Context: an optimization exercise on an open-source flow, tuned for small area, a short achievable clock period and few clock cycles. The choices shown serve that exercise and are no tape-out recipe. Power and IR drop assume default switching activity.

## delta
==> flow/design.v <==
module rv_core (
    input         clk,
    input         rst,
    output [31:0] imem_addr,
    input  [31:0] imem_rdata,
    output [31:0] dmem_addr,
    output [31:0] dmem_wdata,
    output        dmem_we,
    input  [31:0] dmem_rdata
);
integer k;
genvar  i;
reg  [31:2] pcF;
reg  [31:0] irD;
reg  [31:2] pcD;
reg         validD;
reg  [31:0] aE, bE, sdE;
reg         cinE;
reg         selSumE, selSltE, selOrE, selAndE, selSdE;
reg         brE, bneE, predE, jalrE, ldE, stE, wenE;
reg  [4:0]  rdE;
reg  [31:0] aluM, sdM;
reg         stM, wenM, ldM;
reg  [4:0]  rdM;
wire [31:0] resM = ldM ? dmem_rdata : aluM;
wire [31:0] rfq [0:31];
assign rfq[0] = 32'd0;
generate
    for (i = 1; i < 32; i = i + 1) begin : g_rf
        reg [31:0] q;
        always @(posedge clk)
            if (wenM && rdM == i)
                q <= resM;
        assign rfq[i] = q;
    end
endgenerate
wire [6:0] op  = irD[6:0];
wire [2:0] f3  = irD[14:12];
wire [4:0] rs1 = irD[19:15];
wire [4:0] rs2 = irD[24:20];
wire [4:0] rd  = irD[11:7];
wire isJal   = op[6] & op[3];
wire isJalr  = op[6] & ~op[3] & op[2];
wire isBr    = op[6] & ~op[2];
wire isAlu   = ~op[6] & op[4];
wire isLoad  = ~op[6] & ~op[4] & ~op[5];
wire isStore = ~op[6] & ~op[4] & op[5];
wire usesRs1 = ~isJal;
wire usesRs2 = op[5] & ~op[2];
wire writes  = ~op[5] | op[4] | op[2];
wire wenD    = writes & (rd != 5'd0);
wire [31:0] immI = {{20{irD[31]}}, irD[31:20]};
wire [31:0] immS = {{20{irD[31]}}, irD[31:25], irD[11:7]};
wire [31:0] immB = {{20{irD[31]}}, irD[7], irD[30:25], irD[11:8], 1'b0};
wire [31:0] immJ = {{12{irD[31]}}, irD[19:12], irD[20], irD[30:21], 1'b0};
wire [31:0] dec1 = 32'd1 << rs1;
wire [31:0] dec2 = 32'd1 << rs2;
reg  [31:0] rfA, rfB;
always @* begin
    rfA = 32'd0;
    rfB = 32'd0;
    for (k = 1; k < 32; k = k + 1) begin
        rfA = rfA | (rfq[k] & {32{dec1[k]}});
        rfB = rfB | (rfq[k] & {32{dec2[k]}});
    end
end
wire [31:0] aluOut;
wire bAE = wenE & (rdE == rs1);
wire bAM = wenM & (rdM == rs1);
wire bBE = wenE & (rdE == rs2);
wire bBM = wenM & (rdM == rs2);
wire [31:0] valA = bAE ? aluOut : bAM ? resM : rfA;
wire [31:0] valB = bBE ? aluOut : bBM ? resM : rfB;
wire stall = validD & ldE & ((bAE & usesRs1) | (bBE & usesRs2));
wire x1busy = (wenE & (rdE == 5'd1)) | (wenM & (rdM == 5'd1));
wire predD  = isJal | (isBr & irD[31]) | (isJalr & (rs1 == 5'd1) & ~x1busy);
wire [31:0] tbase = isJalr ? rfq[1] : {pcD, 2'b00};
wire [31:0] timm  = isJal ? immJ : isBr ? immB : immI;
wire [31:0] tgtD  = tbase + timm;
wire redirE;
wire redirD = validD & predD & ~stall;
wire goE    = validD & ~stall & ~redirE;
wire invB    = isAlu & ~f3[2] & (f3[1] | (op[5] & irD[30]));
wire useImm  = ~op[6] & ~(op[5] & op[4]) | isJalr;
wire [31:0] immIS = isStore ? immS : immI;
wire [31:0] bSel  = useImm ? immIS : valB;
wire [31:0] sum = aE + bE + {31'd0, cinE};
wire lt = (aE[31] == bE[31]) ? aE[31] : sum[31];
assign aluOut = ({32{selSumE}} & sum)
              | {31'd0, selSltE & lt}
              | ({32{selOrE}}  & (aE | bE))
              | ({32{selAndE}} & (aE & bE))
              | ({32{selSdE}}  & sdE);
wire eq    = (aE == bE);
wire taken = eq ^ bneE;
assign redirE = (brE & (taken ^ predE)) | jalrE;
wire [31:2] tgtE = brE ? sdE[31:2] : sum[31:2];
always @(posedge clk) begin
    if (rst)
        pcF <= 30'd0;
    else if (redirE)
        pcF <= tgtE;
    else if (stall)
        pcF <= pcF;
    else if (redirD)
        pcF <= tgtD[31:2];
    else
        pcF <= pcF + 30'd1;
    if (!stall) begin
        irD <= imem_rdata;
        pcD <= pcF;
    end
    validD <= ~rst & ~redirE & (stall | ~redirD);
    aE      <= valA;
    bE      <= bSel ^ {32{invB}};
    cinE    <= invB;
    sdE     <= isStore ? valB : (isBr & ~predD) ? tgtD : {pcF, 2'b00};
    selSumE <= ~op[6] & ~op[4] | isAlu & ~f3[2] & ~f3[1];
    selSltE <= isAlu & ~f3[2] & f3[1];
    selOrE  <= isAlu & f3[2] & ~f3[0];
    selAndE <= isAlu & f3[2] & f3[0];
    selSdE  <= op[6];
    bneE    <= f3[0];
    predE   <= predD;
    rdE     <= rd;
    if (rst) begin
        brE <= 1'b0; jalrE <= 1'b0; ldE <= 1'b0; stE <= 1'b0; wenE <= 1'b0;
    end else begin
        brE   <= goE & isBr;
        jalrE <= goE & isJalr & ~predD;
        ldE   <= goE & isLoad & wenD;
        stE   <= goE & isStore;
        wenE  <= goE & wenD;
    end
    aluM <= aluOut;
    sdM  <= sdE;
    rdM  <= rdE;
    ldM  <= ldE;
    if (rst) begin
        stM <= 1'b0; wenM <= 1'b0;
    end else begin
        stM  <= stE;
        wenM <= wenE;
    end
end
assign imem_addr  = {pcF, 2'b00};
assign dmem_addr  = aluM;
assign dmem_wdata = sdM;
assign dmem_we    = stM;
endmodule
Settings: LEC_CHECK=0, CAP_MARGIN=20, CORE_MARGIN=2, CORE_UTILIZATION=40, SETUP_SLACK_MARGIN=5, SLEW_MARGIN=20; clock period 8.0 ns.
run.sh (not shown) runs the stock make flow with config.mk's settings and CLKGATE_MAP_FILE= SYNTH_SCRIPT=/design/flow/synth_recipe.tcl, a recipe that flattens the netlist after the stock synthesis.
Per the final summary, delta finished and its layout is clean on timing, DRC and antenna.
Here is what was changed in the inputs of zinc compared with delta.
--- a/flow/config.mk
+++ b/flow/config.mk
@@ -9,4 +9,3 @@
 export CORE_MARGIN = 2
 export CORE_UTILIZATION = 40
-export SETUP_SLACK_MARGIN = 5
 export SLEW_MARGIN = 20
NOTE via count delta->zinc decreased by a little under 10%. [compare] base=delta new=zinc: net switching power decreased 9.4%, area growth from synthesis to layout decreased 16 points, clock share of power increased 2.0 points, detailed-route wire length decreased about 10%. Lower met3 capacity usage during global routing was reported by zinc, not delta.
Function was not checked in any run of this note: the RTL went through the layout flow alone.

==> afterwards: timing with drivers on the ports <==
No port has a modelled driver above. Below, the same layouts with a new extraction and two added sets of constraints.
Step 1 assumes that a clkbuf_16 drives the clock port and a buf_2 every other input.
Step 2, shift: input delay + t, output delay - t, t = (earliest + latest rising clock arrival at the registers) / 2. This alone moves slack from input paths to output paths.
a / b / c = no drivers / after step 1 / after step 2; a / b = the first two.
run | shift t [ns] | setup slack, ns | worst hold slack (ns) | worst register clock-pin slew, ns
delta | 0.881 | 4.126 / 4.126 / 3.901 | 0.359 / 0.359 / 0.359 | 0.08 / 0.08
zinc | 0.869 | 2.262 / 2.262 / 2.262 | 0.378 / 0.378 / 0.378 | 0.07 / 0.07
After both steps setup and hold are still met in every run listed. The setup slack of delta, which loses most, moves by 0.000 ns with the drivers and by -0.225 ns with both steps.
